Source: an optimization exercise on an open RTL-to-GDS flow (aim: small area, a short achievable clock period and few clock cycles). Production flows keep margins and buffers that such runs may drop. No run shown here included a check of the RTL's function; only the layout flow was run. No run shown here takes its clock network from TritonCTS; it comes from the design's own scripts or RTL. No driver is modelled on the clock port, so clock power and skew are understated where the tree is cut down; a real chip needs a root buffer or a tree. Power is estimated from default activity; no workload was simulated.

[flow/config.mk]
export PLATFORM = sky130hd
export DESIGN_NAME = ULA
export DESIGN_NICKNAME = ULA
export VERILOG_FILES = /design/flow/design.v
export SDC_FILE = /design/flow/constraint.sdc
export NUM_CORES = 4
export LEC_CHECK = 0
export ABC_AREA = 1
export CAP_MARGIN = 20
export CORE_MARGIN = 2
export CORE_UTILIZATION = 40
export PLACE_DENSITY = 0.6
export SETUP_SLACK_MARGIN = 4.1
export SLEW_MARGIN = 20
[flow/constraint.sdc]
create_clock -name core_clock -period 6.0 [get_ports {clk}]
set_input_delay 1.2000 -clock core_clock [delete_from_list [all_inputs] [get_ports {clk}]]
set_output_delay 1.2000 -clock core_clock [all_outputs]
set_load 0.01 [all_outputs]
[flow/design.v]
module ULA (
    input clk,
    input reset,
    input [3:0] seletor,
    output saida,
    output [18:0] rom_addr,
    input [7:0] rom_data,
    output reg [18:0] ram_wraddr,
    output reg [7:0] ram_data,
    output reg ram_wren,
    output reg done
);
    assign saida = 1'b0;
    wire [5:0] sel = {seletor[3],
                      ~seletor[2] & seletor[1] & seletor[0],
                      ~seletor[2] & ~seletor[1] & seletor[0],
                      ~seletor[2] & ~seletor[0],
                      seletor[1],
                      seletor == 4'b0100};
    reg f4, is_avg, is_dec, is_rep, zm, is_cp;
    reg start;
    always @(posedge clk) {f4, is_avg, is_dec, is_rep, zm, is_cp} <= sel;
    always @(posedge clk or negedge reset) begin
        if (!reset) start <= 1'b1;
        else start <= (sel != {f4, is_avg, is_dec, is_rep, zm, is_cp});
    end
    wire valid = is_avg | is_dec | is_rep | is_cp;
    reg [1:0] c0, c1;
    reg [7:0] col;
    reg [9:0] t;
    reg run;
    wire [1:0] lim0 = (is_rep | is_avg) ? {f4, 1'b1} : 2'd0;
    wire [1:0] lim2 = is_rep ? {f4, 1'b1} : 2'd0;
    wire e0 = (c0 == 2'd0);
    wire e2 = (c1 == 2'd0);
    wire ex = (col == (is_dec ? (f4 ? 8'd156 : 8'd158) : 8'd159));
    wire ey = (t == (is_dec ? (f4 ? 10'd580 : 10'd590) : 10'd595));
    wire last = e0 & ex & e2 & ey;
    wire blk_end = e0 & col[0] & (~f4 | col[1]);
    wire [2:0] step = is_dec ? {f4, ~f4, 1'b0} : 3'd1;
    wire [7:0] col_p = col + step;
    wire [9:0] kt = (is_avg & ~e0) ? 10'd5 :
                    (is_avg & ~ex) ? (f4 ? -10'd15 : -10'd5) :
                    is_dec ? (f4 ? 10'd20 : 10'd10) : 10'd5;
    wire [9:0] t_p = t + kt;
    wire t_en = is_avg | (e0 & ex & e2);
    always @(posedge clk) begin
        if (start) begin
            c0 <= lim0; c1 <= lim2; col <= 0; t <= 0;
        end else begin
            if (t_en) t <= t_p;
            if (!e0) c0 <= c0 - 1'b1;
            else begin
                c0 <= lim0;
                if (!ex) col <= col_p;
                else begin
                    col <= 0;
                    if (!e2) c1 <= c1 - 1'b1;
                    else c1 <= lim2;
                end
            end
        end
    end
    reg [9:0] rh;
    reg [4:0] rl;
    assign rom_addr = {4'b0, rh, rl};
    always @(posedge clk) begin
        rh <= t + col[7:5];
        rl <= col[4:0];
    end
    reg v0, q0, v1, q1, v2, q2, v3;
    always @(posedge clk) begin
        if (start) run <= valid;
        else if (last) run <= 1'b0;
        v0 <= run & ~start & (~is_avg | blk_end);
        q0 <= run & ~start;
        v1 <= v0 & ~start;
        q1 <= q0 & ~start;
        v2 <= v1 & ~start;
        q2 <= q1 & ~start;
        v3 <= v2 & ~start;
    end
    wire wr = is_avg ? v3 : v2;
    always @(posedge clk or negedge reset) begin
        if (!reset) begin
            ram_wren <= 1'b0; done <= 1'b0;
        end else begin
            ram_wren <= wr & ~start;
            done <= ~start & valid & ~run & ~v0 & ~v1 & ~v2 & ~v3;
        end
    end
    reg f1, f2;
    wire cy1 = wr & f1;
    wire cy2 = cy1 & f2;
    always @(posedge clk) begin
        if (start) begin
            ram_wraddr <= {19{1'b1}};
            f1 <= 1'b1; f2 <= 1'b1;
        end else begin
            ram_wraddr[5:0] <= ram_wraddr[5:0] + wr;
            ram_wraddr[11:6] <= ram_wraddr[11:6] + cy1;
            ram_wraddr[18:12] <= ram_wraddr[18:12] + cy2;
            f1 <= (ram_wraddr[5:0] == (wr ? 6'd62 : 6'd63));
            f2 <= (ram_wraddr[11:6] == (cy1 ? 6'd62 : 6'd63));
        end
    end
    reg [7:0] rd;
    reg [3:0] n0, n1, n2;
    reg k1, k2;
    wire [3:0] b0 = v3 ? 4'd0 : n0;
    wire [3:0] b1 = v3 ? 4'd0 : n1;
    wire [3:0] b2 = v3 ? 4'd0 : n2;
    wire ka = ~v3 & k1;
    wire kb = ~v3 & k2;
    wire [4:0] s0 = b0 + rd[3:0];
    wire [4:0] s1 = b1 + rd[7:4] + ka;
    wire [3:0] s2 = b2 + kb;
    wire [4:0] t1 = n1 + k1;
    wire [3:0] t2 = n2 + k2 + t1[4];
    always @(posedge clk) begin
        rd <= rom_data;
        if (q2) begin
            n0 <= s0[3:0]; n1 <= s1[3:0]; n2 <= s2; k1 <= s0[4]; k2 <= s1[4];
        end else begin
            n0 <= 4'd0; n1 <= 4'd0; n2 <= 4'd0; k1 <= 1'b0; k2 <= 1'b0;
        end
        if (!is_avg) ram_data <= rd;
        else ram_data <= f4 ? {t2, t1[3:0]} : {t2[1:0], t1[3:0], n0[3:2]};
    end
endmodule
[flow/flow/run.sh]
#!/bin/bash
# Layout flow: the standard ORFS flow with three changes:
#  - synthesis maps adders through ABC like the rest of the logic instead of
#    extracting full/half adder cells first (ADDER_MAP_FILE empty);
#  - plain buf_2 cells as the port buffers instead of the delay buffers
#    buffer_ports picks by default;
#  - the clock tree is four clkbuf_16 cells driven by the clock port, each
#    driving the flip-flops nearest to it (flow/cts_hook.tcl replaces
#    TritonCTS's two-level H-tree).
set -euo pipefail
here=$(cd "$(dirname "$0")" && pwd)
CLKBUF_N=4 bash standard.sh \
  "ADDER_MAP_FILE=" \
  "BUFFER_PORTS_ARGS=-buffer_cell sky130_fd_sc_hd__buf_2" \
  "PRE_CTS_TCL=$here/cts_hook.tcl" \
  finish > orfs_make.log 2>&1
[flow/flow/cts_hook.tcl]
# Clock buffering in place of TritonCTS's H-tree: the clock port drives
# CLKBUF_N clkbuf_16 cells (1, 2 or 4), each placed at the centre of the
# flip-flops it drives; the flip-flops are split between them by position.
proc clock_tree_synthesis { args } {
  set nbuf 1
  if { [info exists ::env(CLKBUF_N)] } { set nbuf $::env(CLKBUF_N) }
  set block [ord::get_db_block]
  set clk_net [$block findNet clk]
  set master [[ord::get_db] findMaster sky130_fd_sc_hd__clkbuf_16]
  set sinks {}
  foreach it [$clk_net getITerms] {
    set loc [[$it getInst] getLocation]
    lappend sinks [list $it [lindex $loc 0] [lindex $loc 1]]
  }
  # split into groups: by x, then each half by y
  set groups [list $sinks]
  set axis 1
  while { [llength $groups] < $nbuf } {
    set ng {}
    foreach g $groups {
      set s [lsort -integer -index $axis $g]
      set h [expr {[llength $s] / 2}]
      lappend ng [lrange $s 0 [expr {$h - 1}]] [lrange $s $h end]
    }
    set groups $ng
    set axis [expr {3 - $axis}]
  }
  set i 0
  foreach g $groups {
    set buf [odb::dbInst_create $block $master clkbuf_root_$i]
    set net [odb::dbNet_create $block clknet_root_$i]
    $net setSigType CLOCK
    set sx 0; set sy 0
    foreach s $g {
      set it [lindex $s 0]
      $it disconnect
      $it connect $net
      set sx [expr {$sx + [lindex $s 1]}]; set sy [expr {$sy + [lindex $s 2]}]
    }
    [$buf findITerm A] connect $clk_net
    [$buf findITerm X] connect $net
    set n [llength $g]
    $buf setLocation [expr {$sx / $n}] [expr {$sy / $n}]
    $buf setPlacementStatus PLACED
    puts "clock buffer clkbuf_root_$i drives $n sinks"
    incr i
  }
  $clk_net setSigType CLOCK
}
[flow/standard.sh]
#!/bin/bash
# synth_recipe.tcl (not shown) runs the flow's synth.tcl, then flattens the netlist and writes it again
# the make line also repeats each setting of config.mk as NAME=value (left out here)
make -C /OpenROAD-flow-scripts/flow DESIGN_CONFIG=/design/flow/config.mk WORK_HOME=/design/flow/orfs CLKGATE_MAP_FILE= SYNTH_SCRIPT=/design/flow/synth_recipe.tcl "${@:-finish}"
==> results of run 1 <==
==> worst reg2reg max path, stage by stage (launching register included) <==
cell,delay [ps]
dfxtp_4,390
nand2_4,90
clkinv_4,50
nand2_2,70
nand2_2,60
nand3_4,120
nand2_4,70
nand2_4,100
nand2_4,70
nand2_2,110
nand2_2,110
nor2_4,140
nand3_2,110
nand2_4,100
nand2_4,50
nand3_2,50
nand2_1,50
nor2_1,80
nor2_1,50
==> layer usage <==
layer  track usage (%)  routed length (um)  vias to the layer above
met1              21.0                4830                     1964
li1                  -                   -                     2207
met5                 0                   0                        -
met3              1.07                 502                       22
met4              3.90                 244                        0
met2              30.7                5820                      124
==> registers in the layout (all words and copies together), names as in the netlist, 2 cells and up <==
name and cells:
c1 2, n1 4, n0 4, rl 5, ram_data 8, rh 10
t 10, c0 2, rd 8, n2 4, ram_wraddr 19, col 8
==> metrics by stage <==
stage / hold WS (ps) / worst slack [ps] / util, % / cells
final: 391 / 4030 / 53.2 / 878
after global routing: 403 / 3900 / 53.2 / 878
after CTS: 373 / 3920 / 49.7 / 864
after detailed placement: 380 / 3410 / 44.8 / 832
after global placement: 377 / 3420 / 44.8 / 832
after floorplan: 364 / 4170 / - / 650
==> logic make-up (layout without fill, tap and decap cells) <==
group,Yosys count,in the layout
other,1,5
adder cells (fa/ha/maj),1,1
AO/OA/AOI/OAI,109,109
buffers and inverters,127,211
flip-flops,105,105
XOR/XNOR,30,30
AND/OR/NAND/NOR,273,274
==> final cells by class <==
class                   count  area [um^2]
repair buffers             99          661
plain buffers               4          100
inverters                 108          428
flip-flops and latches    105         2190
fillers                  1073         5390
multi-input cells         419         2570
well taps                 143          179
==> how the worst min path moves through the flow <==
stage                 from  endpoint  slack [ps]  cells after the start
finish              col[4]     rl[4]         390                      0
global route        col[4]     rl[4]         400                      0
CTS                 col[4]     rl[4]         370                      0
detailed placement  col[4]     rl[4]         380                      0
global placement    col[4]     rl[4]         380                      0
floorplan           col[4]     rl[4]         360                      0
==> power breakdown <==
| group | internal, uW | total, uW | switching, uW |
|---|---|---|---|
| Clock | 123 | 298 | 175 |
| Combinational | 50.1 | 127 | 77.3 |
| Sequential | 718 | 733 | 15.6 |
| Total | 891 | 1160 | 268 |
==> what timing repair did <==
| action | 4_1_cts | 5_1_grt |
|---|---|---|
| gates cloned | 1 | 0 |
| setup endpoints to repair | 40 | 40 |
| resized for setup | 72 | 88 |
| pin swaps | 30 | 47 |
| setup buffers | 27 | 14 |
==> cell usage after synthesis, types with 4 or more instances <==
master / n / area (um^2)
nand4_1: 4 / 25.0
o211ai_1: 4 / 30.0
xor2_1: 22 / 193
dfxtp_1: 99 / 1980
a21oi_1: 36 / 180
nand2_2: 11 / 68.8
o21ai_0: 40 / 200
a31oi_1: 5 / 31.3
inv_1: 103 / 387
nor4_1: 5 / 31.3
o21ai_1: 7 / 35.0
buf_4: 6 / 45.0
nand3_1: 26 / 130
nor3_1: 10 / 50.1
xnor2_1: 7 / 61.3
o21bai_1: 5 / 37.5
nand2_1: 121 / 454
nor2_1: 77 / 289
clkbuf_1: 9 / 33.8
==> results by group, run 1 <==
Yosys
  – Average size of a mapped cell: 7.39 um^2
  – Mux contribution to synthesized area: 0%
  – Post-synthesis sequential area ratio: 45.0%
  – Post-Syn Area: 4770 um^2
  – Synth Area in Adders: 0.210%
  – Ys Warns: 1
  – Most used DFF post-synth: dfxtp_1
  – Post-synth cell types: 50
  – Ys async rst share: 2.86%
  – Syn Inst Count: 646
  – Xor and xnor fraction of the mapped netlist area: 5.66%
  – Synth Area in Compound Gates: 12.8%
  – Synth Register Bits: 105
  – EDFF count, synth: 3
  – Main combinational cell family by area after synthesis: simple AND/OR/NAND/NOR gates
  – Simple-Gate Fraction of Synth Area: 25.5%

Timing
  – Relative slew slack: 54.0%
  – Final count of negative-setup-slack endpoints: 0
  – Minimum clock period: 1970 ps
  – RSZ-0062 raised after global routing: yes
  – Setup TNS: 0 ps
  – Fin crit share: 32.8%
  – Maximum operating frequency: 0.509 GHz
  – Slew Viols, Final: 0
  – Final Hold Fails: 0
  – Worst slew pin tran: 681 ps
  – Clock Skews: 13.0 ps

Clock network
  – Clock transition at the registers of the reported paths: 100 ps
  – Post-CTS Hold Buffers: 0
  – Skew-Pair Late Insertion Delay: 160 ps

Power
  – Cell area power density: 189 nW/um^2
  – Lkg Pwr: 0.00294 uW
  – Peak supply drop: 0.176 mV
  – Final Power: 1160 uW

Worst setup path
  – Crit path capture type: register
  – R2r startpoint: is_dec
  – Crit path max-delay family: simple AND/OR/NAND/NOR gates
  – Element type at the critical path start: register
  – Most common cell on crit path: nand2_4
  – Critical Path Fanout Max: 5
  – Worst path slowest cell: dfxtp_4
  – CP bufs+invs: 1
  – Worst Setup Path Type: register to register
  – Worst stage delay on the critical path: 390 ps
  – R2R Setup Slk: 4030 ps
  – Worst R2R Path Depth: 18
  – Crit. Startpoint: is_dec
  – Reg2reg end: t[9]
  – Critical Path RT: 6070 ps
  – Critical Path Sink: t[9]
  – WP data arrival: 2040 ps
  – Critical path depth in cells: 18
  – Crit path cell chain: nand2_4, clkinv_4, nand2_2, nand2_2, nand3_4, nand2_4, nand2_4, nand2_4, nand2_2, nand2_2, nor2_4, nand3_2, nand2_4, nand2_4, nand3_2, nand2_1, nor2_1, nor2_1

Drt
  – DRT Pass-1 Iters: 15
  – Iter 0 DRT Violations: 158
  – Mean routed wirelength per cell: 13.0 um
  – DRC Markers: 0
  – DR vias: 4317
  – Final ANT Viol Nets: 0
  – Final WL: 11.4 mm
  – Avg Vias per Cell: 4.92

Die
  – I/O pin count: 63
  – Die area: 12800 um^2
  – Row count: 39
  – Die Y: 113 um
  – Die W: 113 um
  – Initial Utilization: 41.4%
  – Core area: 11500 um^2

Global routing
  – Gr ovfl total: 0
  – Initial antenna violation count: 0
  – Largest net degree at the start of global routing: 34
  – Vias in the first global route: 3982
  – First-pass GRT wire length: 18.2 mm
  – GRT Total Usage: 16.6%

Layout
  – Design area: 6130 um^2
  – Nets: 751
  – Layout cells sized above 1: 33.1%
  – Most frequent cells in the layout: inv_1, nand2_1, dfxtp_1
  – Area grow syn2layout: 28.4%
  – Antenna Cells: 0

Flow run
  – Max-cap viol count: 0

Run status
  – Status: no timing/DRC/antenna violations

Placed design
  – Number of port buffers: 57
  – GP Congestion: 0.876
  – Placed instance area: 5150 um^2
  – Placed wire-length estimate: 7.40 mm

Hold path
  – Hold Path Class: register to register
==> inputs of run 2 (changes only) <==
==> flow/design.v (replaced) <==
module ULA (
    input clk,
    input reset,
    input [3:0] seletor,
    output saida,
    output [18:0] rom_addr,
    input [7:0] rom_data,
    output reg [18:0] ram_wraddr,
    output reg [7:0] ram_data,
    output reg ram_wren,
    output reg done
);
    assign saida = 1'b0;
    reg [3:0] mode;
    reg start;
    always @(posedge clk or negedge reset) begin
        if (!reset) begin
            mode  <= 4'b1111;
            start <= 1'b0;
        end else begin
            mode  <= seletor;
            start <= (seletor != mode);
        end
    end
    reg is_avg, is_dec, is_rep, f4;
    always @(posedge clk) begin
        f4     <= seletor[3];
        is_avg <= ~seletor[2] & seletor[1] & seletor[0];
        is_dec <= ~seletor[2] & ~seletor[1] & seletor[0];
        is_rep <= ~seletor[2] & ~seletor[0];
    end
    wire valid = ~mode[2] | (mode == 4'b0100);
    reg [1:0] c0, c1;
    reg [7:0] col;
    reg [9:0] t;
    reg run, bub;
    wire [1:0] lim0 = (is_rep | is_avg) ? {f4, 1'b1} : 2'd0;
    wire [1:0] lim2 = is_rep ? {f4, 1'b1} : 2'd0;
    wire e0 = (c0 == 2'd0);
    wire e2 = (c1 == 2'd0);
    wire ex = (col == (is_dec ? (f4 ? 8'd156 : 8'd158) : 8'd159));
    wire ey = (t == (is_dec ? (f4 ? 10'd580 : 10'd590) : 10'd595));
    wire last = e0 & ex & e2 & ey;
    wire blk_end = is_avg & e0 & col[0] & (~f4 | col[1]);
    wire hold = blk_end & ~bub;
    wire [2:0] step = is_dec ? {f4, ~f4, 1'b0} : 3'd1;
    wire [7:0] col_p = col + step;
    wire [9:0] kt = (is_avg & ~e0) ? 10'd5 :
                    (is_avg & ~ex) ? (f4 ? -10'd15 : -10'd5) :
                    is_dec ? (f4 ? 10'd20 : 10'd10) : 10'd5;
    wire [9:0] t_p = t + kt;
    wire t_en = is_avg | (e0 & ex & e2);
    always @(posedge clk) begin
        if (start) begin
            c0 <= lim0; c1 <= lim2; col <= 0; t <= 0; bub <= 1'b0;
        end else if (hold) begin
            bub <= 1'b1;
        end else begin
            bub <= 1'b0;
            if (t_en) t <= t_p;
            if (!e0) c0 <= c0 - 1'b1;
            else begin
                c0 <= lim0;
                if (!ex) col <= col_p;
                else begin
                    col <= 0;
                    if (!e2) c1 <= c1 - 1'b1;
                    else c1 <= lim2;
                end
            end
        end
    end
    reg [9:0] rh;
    reg [4:0] rl;
    assign rom_addr = {4'b0, rh, rl};
    always @(posedge clk) begin
        rh <= t + col[7:5];
        rl <= col[4:0];
    end
    reg v0, q0, v1, q1, v2, q2;
    always @(posedge clk or negedge reset) begin
        if (!reset) begin
            run <= 1'b0;
            v0 <= 1'b0; q0 <= 1'b0; v1 <= 1'b0; q1 <= 1'b0;
            v2 <= 1'b0; q2 <= 1'b0;
            ram_wren <= 1'b0; done <= 1'b0;
        end else begin
            if (start) run <= valid;
            else if (last & ~hold) run <= 1'b0;
            v0 <= run & ~start & (is_avg ? bub : 1'b1);
            q0 <= run & ~start & ~bub;
            v1 <= v0 & ~start;
            q1 <= q0 & ~start;
            v2 <= v1 & ~start;
            q2 <= q1 & ~start;
            ram_wren <= v2 & ~start;
            done <= ~start & valid & ~run & ~v0 & ~v1 & ~v2;
        end
    end
    reg [7:0] rd;
    reg [3:0] ext;
    reg k1, k2, w;
    wire [3:0] b0 = w ? 4'd0 : ram_data[3:0];
    wire [3:0] b1 = w ? 4'd0 : ram_data[7:4];
    wire [4:0] s0 = b0 + rd[3:0];
    wire [4:0] s1 = b1 + rd[7:4] + k1;
    wire [4:0] t1 = ram_data[7:4] + k1;
    wire [3:0] t2 = ext + k2 + t1[4];
    always @(posedge clk) begin
        rd <= rom_data;
        w <= v2;
        if (start) ram_wraddr <= {19{1'b1}};
        else ram_wraddr <= ram_wraddr + v2;
        if (v2 | ~q2) begin
            ext <= 4'd0; k1 <= 1'b0; k2 <= 1'b0;
        end else begin
            ext <= ext + k2; k1 <= s0[4]; k2 <= s1[4];
        end
        if (!is_avg) ram_data <= rd;
        else if (v2) ram_data <= f4 ? {t2, t1[3:0]} : {t2[1:0], t1[3:0], ram_data[3:2]};
        else if (!q2) ram_data <= 8'd0;
        else ram_data <= {s1[3:0], s0[3:0]};
    end
endmodule
==> flow/flow/run.sh (replaced) <==
#!/bin/bash
# Layout flow: the standard ORFS flow with two changes:
#  - plain buf_2 cells as the port buffers instead of the delay buffers
#    buffer_ports picks by default;
#  - the clock tree is four clkbuf_16 cells driven by the clock port, each
#    driving the flip-flops nearest to it (flow/cts_hook.tcl replaces
#    TritonCTS's two-level H-tree).
set -euo pipefail
here=$(cd "$(dirname "$0")" && pwd)
CLKBUF_N=4 bash standard.sh \
  "BUFFER_PORTS_ARGS=-buffer_cell sky130_fd_sc_hd__buf_2" \
  "PRE_CTS_TCL=$here/cts_hook.tcl" \
  finish > orfs_make.log 2>&1
--- a/flow/config.mk
+++ b/flow/config.mk
@@ -5,10 +5,9 @@
 export SDC_FILE = /design/flow/constraint.sdc
 export NUM_CORES = 4
 export LEC_CHECK = 0
-export ABC_AREA = 1
 export CAP_MARGIN = 20
 export CORE_MARGIN = 2
 export CORE_UTILIZATION = 40
 export PLACE_DENSITY = 0.6
-export SETUP_SLACK_MARGIN = 4.1
+export SETUP_SLACK_MARGIN = 3.9
 export SLEW_MARGIN = 20
==> run 2 against run 1 <==
Effect of this change:
- still clean
- sequential power is 5.7% lower
- clock skew about the same
- final cell count down 21%
- area after synthesis decreased by 2.1%
- synthesized cell count down 26%
- clock power shrank 3%
- global-route usage is 1.6 points lower
- first-iteration DRC count down 10%
- critical path type unchanged
==> results by group, run 2 <==
Yosys
  – Average size of a mapped cell: 9.72 um^2
  – EDFF count, synth: 4
  – Post-synthesis sequential area ratio: 44.4%
  – Most used DFF post-synth: dfxtp_1
  – Cell taking the most area after synthesis: dfxtp_1
  – Post-Syn Area: 4670 um^2
  – Syn Inst Count: 481
  – Most frequent cell after synthesis: dfxtp_1
  – Post-synth cell types: 55
  – Synth top area share: 34.3%
  – Top cells by area, synth: dfxtp_1, ha_1, dfrtp_1
  – Commonest cells in the synthesized netlist: dfxtp_1, nor2_1, nand2_1, a21oi_1, ha_1
  – Synth Register Bits: 98
  – Ys Warns: 1
  – Ys async rst share: 14.3%

Die
  – I/O pin count: 63
  – Die W: 112 um
  – Die area: 12600 um^2
  – Row count: 39
  – Core area: 11400 um^2
  – Die Y: 112 um
  – Initial Utilization: 40.9%

Layout
  – Largest register FFs: 19
  – Layout cells sized above 1: 26.6%
  – Nets: 604
  – Util after Layout: 49.4%
  – Most common cell after layout, fill and taps aside: dfxtp_1
  – Area grow syn2layout: 20.6%
  – Largest registers: ram_wraddr: 19 flops, rh: 10 flops, t: 10 flops
  – Most frequent cells in the layout: dfxtp_1, buf_2, nor2_1
  – Register with the highest flop count: ram_wraddr
  – Antenna Cells: 0

Power
  – Sequential share of power: 63.5%
  – Switching portion of total power: 22.4%
  – Cell area power density: 193 nW/um^2
  – Pint: 844 uW
  – Clk pwr share: 26.6%
  – Switch Pwr: 243 uW
  – Lkg Pwr: 0.00236 uW
  – Peak supply drop: 0.146 mV
  – Comb pwr share: 9.8%

Clock network
  – Skew-Pair Late Insertion Delay: 160 ps
  – Post-CTS Hold Buffers: 0
  – Clock transition at the registers of the reported paths: 100 ps

Drt
  – Final WL: 9.62 mm
  – DRC Markers: 0
  – DRT Pass-1 Iters: 4
  – Avg Vias per Cell: 5.07
  – Mean routed wirelength per cell: 13.8 um
  – DR vias: 3524
  – Iter 0 DRT Violations: 142
  – Final ANT Viol Nets: 0

Timing
  – Minimum clock period: 2940 ps
  – Final count of negative-setup-slack endpoints: 0
  – Maximum operating frequency: 0.341 GHz
  – RSZ-0062 raised after global routing: yes
  – Fin Hold WS: 406 ps
  – Clock Skews: 13.0 ps
  – Worst slew pin tran: 789 ps
  – Fin crit share: 48.9%
  – Slew Viols, Final: 0
  – Setup TNS: 0 ps
  – Relative slew slack: 47.3%
  – Final Hold Fails: 0

Worst setup path
  – Critical Path RT: 6040 ps
  – Element type at the critical path start: register
  – Critical Path Fanout Max: 4
  – WP data arrival: 2980 ps
  – Crit path capture type: register
  – Worst Setup Path Type: register to register

Global routing
  – Largest net degree at the start of global routing: 28
  – Gr ovfl total: 0
  – Vias in the first global route: 3526
  – Initial antenna violation count: 0
  – GRT Total Usage: 15.0%
  – First-pass GRT wire length: 16.4 mm

Placed design
  – GP Congestion: 0.780
  – Number of port buffers: 57
  – Placed wire-length estimate: 6.77 mm

Flow run
  – Max-cap viol count: 0

Run status
  – Status: no timing/DRC/antenna violations

Hold path
  – Hold Path Class: register to register
[run 2: layout make-up]
type                    instances  area [um^2]
fillers                      1095         5780
multi-input cells             352         2720
flip-flops and latches         98         2100
repair buffers                 80          465
well taps                     143          179
plain buffers                   4          100
inverters                      18         72.6
[run 2: cell families after synthesis]
logic type,synth area share (%)
other,0.0802
buffers and inverters,3.48
AND/OR/NAND/NOR,17.6
AO/OA/AOI/OAI,13.1
flip-flops,44.4
adder cells (fa/ha/maj),10.6
multiplexers,2.25
XOR/XNOR,8.43
[run 2: what timing repair did]
item,CTS,global route
gates resized for setup,33,17
pin swaps,22,14
setup buffers,19,4
setup endpoints to repair,30,26
[run 2: power by group through the flow]
stage               Combinational (uW)  Sequential (uW)  Clock, uW
finish                             107              691        289
global route                       120              693        327
CTS                                103              705        219
detailed placement                93.1              705          0
global placement                  91.2              705          0
floorplan                         72.8              699          0
[run 2: worst paths after layout]
path	startpoint	end	slack (ps)	cells past startpoint
worst max-delay path	is_dec	t[8]	3060	15
worst min-delay path	col[3]	rl[3]	410	0
worst max register to register	is_dec	t[8]	3060	15
worst min register to register	col[3]	rl[3]	410	0
max in group asynchronous	reset	mode[2]	4770	1
min in group asynchronous	reset	q0	930	1
[run 2: critical path, stage by stage (launching register included)]
cell and delay (ps):
dfxtp_4 380, inv_4 40, ha_4 210, nor3b_2 170
o211ai_2 140, o21ai_1 160, nand2_1 110, ha_4 170
inv_2 50, fa_2 230, nor2b_4 50, o31a_1 260
or4_1 420, a31oi_1 210, xor2_1 160, o31ai_1 70
[run 2: metal layers]
metal  routed length [um]  track usage [%]  share of wire (%)
met5                    0                0                  0
met4                  138             2.03                1.4
met3                  265            0.810                2.8
met2                 4590             26.9                 48
met1                 4630             20.6                 48
[run 2: per-stage QoR]
stage	cell area, um^2	power (uW)	setup slack [ps]	instances
global route	5640	1140	2930	695
finish	5640	1090	3060	695
global placement	5140	796	2610	668
CTS	5530	1030	3110	691
floorplan	4770	771	3140	485
detailed placement	5140	799	2500	668
==> inputs of run 3 (changes only) <==
==> flow/design.v (replaced) <==
module ULA (
    input clk,
    input reset,
    input [3:0] seletor,
    output saida,
    output [18:0] rom_addr,
    input [7:0] rom_data,
    output reg [18:0] ram_wraddr,
    output reg [7:0] ram_data,
    output reg ram_wren,
    output reg done
);
    assign saida = 1'b0;
    reg [3:0] mode;
    reg start;
    always @(posedge clk) mode <= seletor;
    always @(posedge clk or negedge reset) begin
        if (!reset) start <= 1'b1;
        else start <= (seletor != mode);
    end
    reg is_avg, is_dec, is_rep, f4;
    always @(posedge clk) begin
        f4     <= seletor[3];
        is_avg <= ~seletor[2] & seletor[1] & seletor[0];
        is_dec <= ~seletor[2] & ~seletor[1] & seletor[0];
        is_rep <= ~seletor[2] & ~seletor[0];
    end
    wire valid = ~mode[2] | (mode == 4'b0100);
    reg [1:0] c0, c1;
    reg [2:0] xh;
    reg [4:0] rl;
    reg [9:0] rh;
    reg ex, run, bub;
    assign rom_addr = {4'b0, rh, rl};
    wire [1:0] lim0 = (is_rep | is_avg) ? {f4, 1'b1} : 2'd0;
    wire [1:0] lim2 = is_rep ? {f4, 1'b1} : 2'd0;
    wire e0 = (c0 == 2'd0);
    wire e2 = (c1 == 2'd0);
    wire ex_next = xh[2] & rl[4] & rl[3] &
                   (is_dec ? (f4 ? (rl[2:0] == 3'd0) : (rl[2:0] == 3'd4))
                           : (rl[2:0] == 3'd6));
    wire ey = (rh == (is_dec ? (f4 ? 10'd584 : 10'd594) : 10'd599));
    wire last = e0 & ex & e2 & ey;
    wire blk_end = is_avg & e0 & rl[0] & (~f4 | rl[1]);
    wire hold = blk_end & ~bub;
    reg [2:0] kl;
    reg [9:0] kh;
    always @* begin
        if (!e0) begin
            kl = 3'd0;
            kh = is_avg ? 10'd5 : 10'd0;
        end else if (!ex) begin
            kl = is_dec ? {f4, ~f4, 1'b0} : 3'd1;
            kh = is_avg ? (f4 ? -10'd15 : -10'd5) : 10'd0;
        end else if (!e2) begin
            kl = 3'd1;
            kh = -10'd5;
        end else begin
            kl = is_dec ? {f4, ~f4, 1'b0} : 3'd1;
            kh = is_dec ? (f4 ? 10'd15 : 10'd5) : 10'd0;
        end
    end
    wire [5:0] nl = rl + kl;
    wire [9:0] rh0 = rh + kh;
    wire [9:0] rh1 = rh + kh + 10'd1;
    always @(posedge clk) begin
        if (start) begin
            c0 <= lim0; c1 <= lim2; xh <= 0; rl <= 0; rh <= 0;
            ex <= 1'b0; bub <= 1'b0;
        end else if (hold) begin
            bub <= 1'b1;
        end else begin
            bub <= 1'b0;
            rl <= nl[4:0];
            rh <= nl[5] ? rh1 : rh0;
            if (!e0) c0 <= c0 - 1'b1;
            else begin
                c0 <= lim0;
                if (!ex) begin
                    xh <= xh + nl[5];
                    ex <= ex_next;
                end else begin
                    xh <= 0;
                    ex <= 1'b0;
                    if (!e2) c1 <= c1 - 1'b1;
                    else c1 <= lim2;
                end
            end
        end
    end
    reg v1, q1, v2, q2;
    always @(posedge clk) begin
        if (start) run <= valid;
        else if (last & ~hold) run <= 1'b0;
        v1 <= run & ~start & (is_avg ? bub : 1'b1);
        q1 <= run & ~start & ~bub;
        v2 <= v1 & ~start;
        q2 <= q1 & ~start;
    end
    always @(posedge clk or negedge reset) begin
        if (!reset) begin
            ram_wren <= 1'b0; done <= 1'b0;
        end else begin
            ram_wren <= v2 & ~start;
            done <= ~start & valid & ~run & ~v1 & ~v2;
        end
    end
    reg [7:0] rd;
    reg [3:0] ext;
    reg k1, k2, w;
    wire [3:0] b0 = w ? 4'd0 : ram_data[3:0];
    wire [3:0] b1 = w ? 4'd0 : ram_data[7:4];
    wire [4:0] s0 = b0 + rd[3:0];
    wire [4:0] s1 = b1 + rd[7:4] + k1;
    wire [4:0] t1 = ram_data[7:4] + k1;
    wire [3:0] t2 = ext + k2 + t1[4];
    always @(posedge clk) begin
        rd <= rom_data;
        w <= v2;
        if (start) ram_wraddr <= {19{1'b1}};
        else ram_wraddr <= ram_wraddr + v2;
        if (v2 | ~q2) begin
            ext <= 4'd0; k1 <= 1'b0; k2 <= 1'b0;
        end else begin
            ext <= ext + k2; k1 <= s0[4]; k2 <= s1[4];
        end
        if (!is_avg) ram_data <= rd;
        else if (v2) ram_data <= f4 ? {t2, t1[3:0]} : {t2[1:0], t1[3:0], ram_data[3:2]};
        else if (!q2) ram_data <= 8'd0;
        else ram_data <= {s1[3:0], s0[3:0]};
    end
endmodule
==> flow/flow/run.sh (replaced) <==
#!/bin/bash
# Layout flow: the standard ORFS flow with three changes:
#  - synthesis maps adders through ABC like the rest of the logic instead of
#    extracting full/half adder cells first (ADDER_MAP_FILE empty);
#  - plain buf_2 cells as the port buffers instead of the delay buffers
#    buffer_ports picks by default;
#  - the clock tree is four clkbuf_16 cells driven by the clock port, each
#    driving the flip-flops nearest to it (flow/cts_hook.tcl replaces
#    TritonCTS's two-level H-tree).
set -euo pipefail
here=$(cd "$(dirname "$0")" && pwd)
CLKBUF_N=4 bash standard.sh \
  "ADDER_MAP_FILE=" \
  "BUFFER_PORTS_ARGS=-buffer_cell sky130_fd_sc_hd__buf_2" \
  "PRE_CTS_TCL=$here/cts_hook.tcl" \
  finish > orfs_make.log 2>&1
--- a/flow/config.mk
+++ b/flow/config.mk
@@ -9,5 +9,5 @@
 export CORE_MARGIN = 2
 export CORE_UTILIZATION = 40
 export PLACE_DENSITY = 0.6
-export SETUP_SLACK_MARGIN = 3.9
+export SETUP_SLACK_MARGIN = 4.0
 export SLEW_MARGIN = 20
==> run 3 against run 2 <==
Effect of this change:
- worst setup slack better by 130 ps
- cell area up 0.49%
- still clean on timing, DRC and antenna
- worst hold slack worse by 3.1 ps
- area after synthesis down 4.7%
- largest power group unchanged
- critical path type unchanged
- synthesized cell count up 11%
==> results by group, run 3 <==
Run status
  – Status: no timing/DRC/antenna violations

Timing
  – Slew Viols, Final: 0
  – RSZ-0062 raised after global routing: yes
  – Final Hold Fails: 0
  – Worst slew pin tran: 685 ps
  – Relative slew slack: 54.3%
  – Clock Skews: 9.78 ps
  – Fin crit share: 46.8%
  – Final count of negative-setup-slack endpoints: 0
  – Setup TNS: 0 ps
  – Min setup slack post-route: 3190 ps
  – Minimum clock period: 2810 ps
  – Maximum operating frequency: 0.356 GHz

Power
  – Pint: 730 uW
  – Lkg Pwr: 0.00207 uW
  – Sequential share of power: 60.6%
  – Cell area power density: 169 nW/um^2
  – Clk pwr share: 27.3%
  – Switching portion of total power: 23.5%
  – Comb pwr share: 12.0%
  – Peak supply drop: 0.159 mV
  – Final Power: 955 uW
  – Switch Pwr: 224 uW

Layout
  – Design area: 5660 um^2
  – Fillcell total: 988
  – Register Area: 1750 um^2
  – Most frequent cells in the layout: buf_2, nand2_1, buf_4
  – Antenna Cells: 0
  – Register with the highest flop count: ram_wraddr
  – Multi-input gate area: 2860 um^2
  – Area grow syn2layout: 27.2%
  – Largest register FFs: 19
  – Most common cell after layout, fill and taps aside: buf_2
  – Nets: 630
  – Largest registers: ram_wraddr: 19 flops, rh: 10 flops
  – Layout cells sized above 1: 35.2%
  – Finished Layout Cells: 754

Die
  – Die area: 12000 um^2
  – Core area: 10800 um^2
  – Die Y: 109 um
  – Die W: 109 um
  – I/O pin count: 63
  – Initial Utilization: 41.1%
  – Row count: 38

Drt
  – DR vias: 4147
  – Avg Vias per Cell: 5.50
  – Final WL: 11.5 mm
  – DRC Markers: 0
  – Final ANT Viol Nets: 0
  – Mean routed wirelength per cell: 15.2 um
  – Iter 0 DRT Violations: 268
  – DRT Pass-1 Iters: 4

Hold path
  – Hold Path End: q1
  – Hold Path Class: register to register
  – Hold path depth: 1
  – HP Start: bub

Placed design
  – Placed instance area: 4800 um^2
  – Placed cells: 696
  – Placed wire-length estimate: 7.28 mm
  – GP Congestion: 0.885
  – Number of port buffers: 57
  – Pre-CTS WS: 2780 ps

Worst setup path
  – CP bufs+invs: 1
  – R2r startpoint: c1[1]
  – Critical path depth in cells: 10
  – Crit path capture type: register
  – Worst path slowest cell: or4_1
  – Element type at the critical path start: register
  – Crit path cell chain: or3b_4, o221a_4, buf_4, a21oi_2, o211a_1, o211a_4, nand2b_4, a21oi_1, or4_1, a21oi_1
  – Crit path max-delay family: simple AND/OR/NAND/NOR gates
  – Critical Path RT: 6080 ps
  – R2R Setup Slk: 3190 ps
  – Worst Setup Path Type: register to register
  – Reg2reg end: rh[7]
  – Worst R2R Path Depth: 10
  – Worst stage delay on the critical path: 470 ps
  – Critical Path Fanout Max: 6
  – Most common cell on crit path: a21oi_1
  – WP data arrival: 2890 ps

Global routing
  – Largest net degree at the start of global routing: 30
  – Vias in the first global route: 3904
  – GRT Total Usage: 18.4%
  – First-pass GRT wire length: 18.5 mm
  – Initial antenna violation count: 0
  – Gr ovfl total: 0

Yosys
  – Most frequent cell after synthesis: dfxtp_1
  – Top cells by area, synth: dfxtp_1, xnor2_1, a21oi_1
  – Synth Register Bits: 81
  – Average size of a mapped cell: 8.37 um^2
  – Synth top area share: 32.8%
  – Most used DFF post-synth: dfxtp_1
  – Post-synthesis sequential area ratio: 37.9%
  – Ys Warns: 1
  – Ys async rst share: 3.70%
  – Post-synth cell types: 79
  – Commonest cells in the synthesized netlist: dfxtp_1, nand2_1, nor2_1, a21oi_1, o21ai_0
  – Syn Inst Count: 532
  – Cell taking the most area after synthesis: dfxtp_1
  – EDFF count, synth: 5
  – Post-Syn Area: 4450 um^2

Clock network
  – Clock transition at the registers of the reported paths: 90 ps
  – Skew-Pair Late Insertion Delay: 150 ps

Flow run
  – Max-cap viol count: 0
==> run 3: changes by cell type after synthesis, moves of 9 or more <==
cell / previous run / this run
ha_1: 30 / 0
nand2_1: 35 / 49
clkbuf_1: 8 / 25
o21ai_0: 20 / 37
nor2b_1: 21 / 12
==> run 3: power groups by stage <==
stage	clock, uW	combinational [uW]	sequential [uW]
floorplan	0	69.2	584
global placement	0	79.9	592
detailed placement	0	81.6	593
CTS	201	99.2	593
global route	295	127	582
finish	261	115	579
==> run 3: cell families after synthesis <==
family / count (synthesis) / share of synthesized area, %
adders and majority gates: 8 / 1.80
buffers and inverters: 52 / 5.17
AOI/OAI and AO/OA: 145 / 21.7
muxes: 6 / 1.41
xor gates and xnor gates: 42 / 8.26
other: 1 / 0.0842
DFF: 81 / 37.9
and+or+nand+nor: 197 / 23.7
==> run 3: how the worst max path moves through the flow <==
stage	from	to
2_1_floorplan	c1[1]	rh[9]
3_3_place_gp	is_avg	rh[8]
3_5_place_dp	is_avg	rh[8]
4_1_cts	c1[1]	rh[9]
5_1_grt	c1[1]	rh[9]
6_report	c1[1]	rh[7]
==> run 3: per-layer routing <==
metal	GRT usage (%)	vias up	part of all wire, %
met3	1.90	20	5.8
met1	25.2	1955	45
met4	3.98	0	2.1
met5	0	-	0
li1	-	2066	-
met2	31.5	106	47
==> run 3: metrics by stage <==
stage,hold slack (ps),utilization (%)
global placement,404,44.3
global route,421,52.3
CTS,403,48.3
detailed placement,403,44.3
finish,403,52.3
floorplan,373,-
==> run 3: final cells by class <==
type / instances / share of cell area (%)
buffer: 4 / 1.77
tap: 140 / 3.09
multi-input combinational: 403 / 50.5
timing repair inverter: 1 / 0.0884
inverter: 14 / 0.994
timing repair buffer: 111 / 12.7
sequential: 81 / 30.9
==> run 3: repair_timing <==
action	in CTS	in global routing
setup buffers	22	31
hold buffers	0	0
pin swaps	9	27
gates cloned	1	0
gates resized for setup	47	57
setup endpoints to repair	31	45
hold endpoints to repair	0	0

separate check: timing with driven ports:
Ports are ideal in the flow. The routed layouts listed here were re-timed in OpenROAD.
Step 1 (the two cells are an assumption about what drives the block):
set clk [get_ports {clk}]
set_driving_cell -lib_cell sky130_fd_sc_hd__clkbuf_16 $clk
set_driving_cell -lib_cell sky130_fd_sc_hd__buf_2 [delete_from_list [all_inputs] $clk]
Step 2 adds t to the input delays and takes it off the output delays; t is the mean of the earliest and latest rising clock arrival at the registers after step 1. Input paths then give back, and output paths get back, about the clock's delay inside the block.
Three values: ideal, step 1, step 2; two values: the first two.
run | t (ns) | slack for setup (ns) | latest minus earliest clock arrival (ns) | cell pins on the clock port's net
run 1 | 0.243 | 4.035 / 4.035 / 3.946 | 0.013 / 0.013 | 4
run 2 | 0.237 | 3.065 / 3.065 / 3.065 | 0.013 / 0.013 | 4
run 3 | 0.231 | 3.190 / 3.190 / 3.190 | 0.010 / 0.011 | 4
After both steps setup and hold are still met in every run listed. For run 1, which loses most, drivers alone change the setup slack by 0.000 ns; drivers and shift together by -0.089 ns.
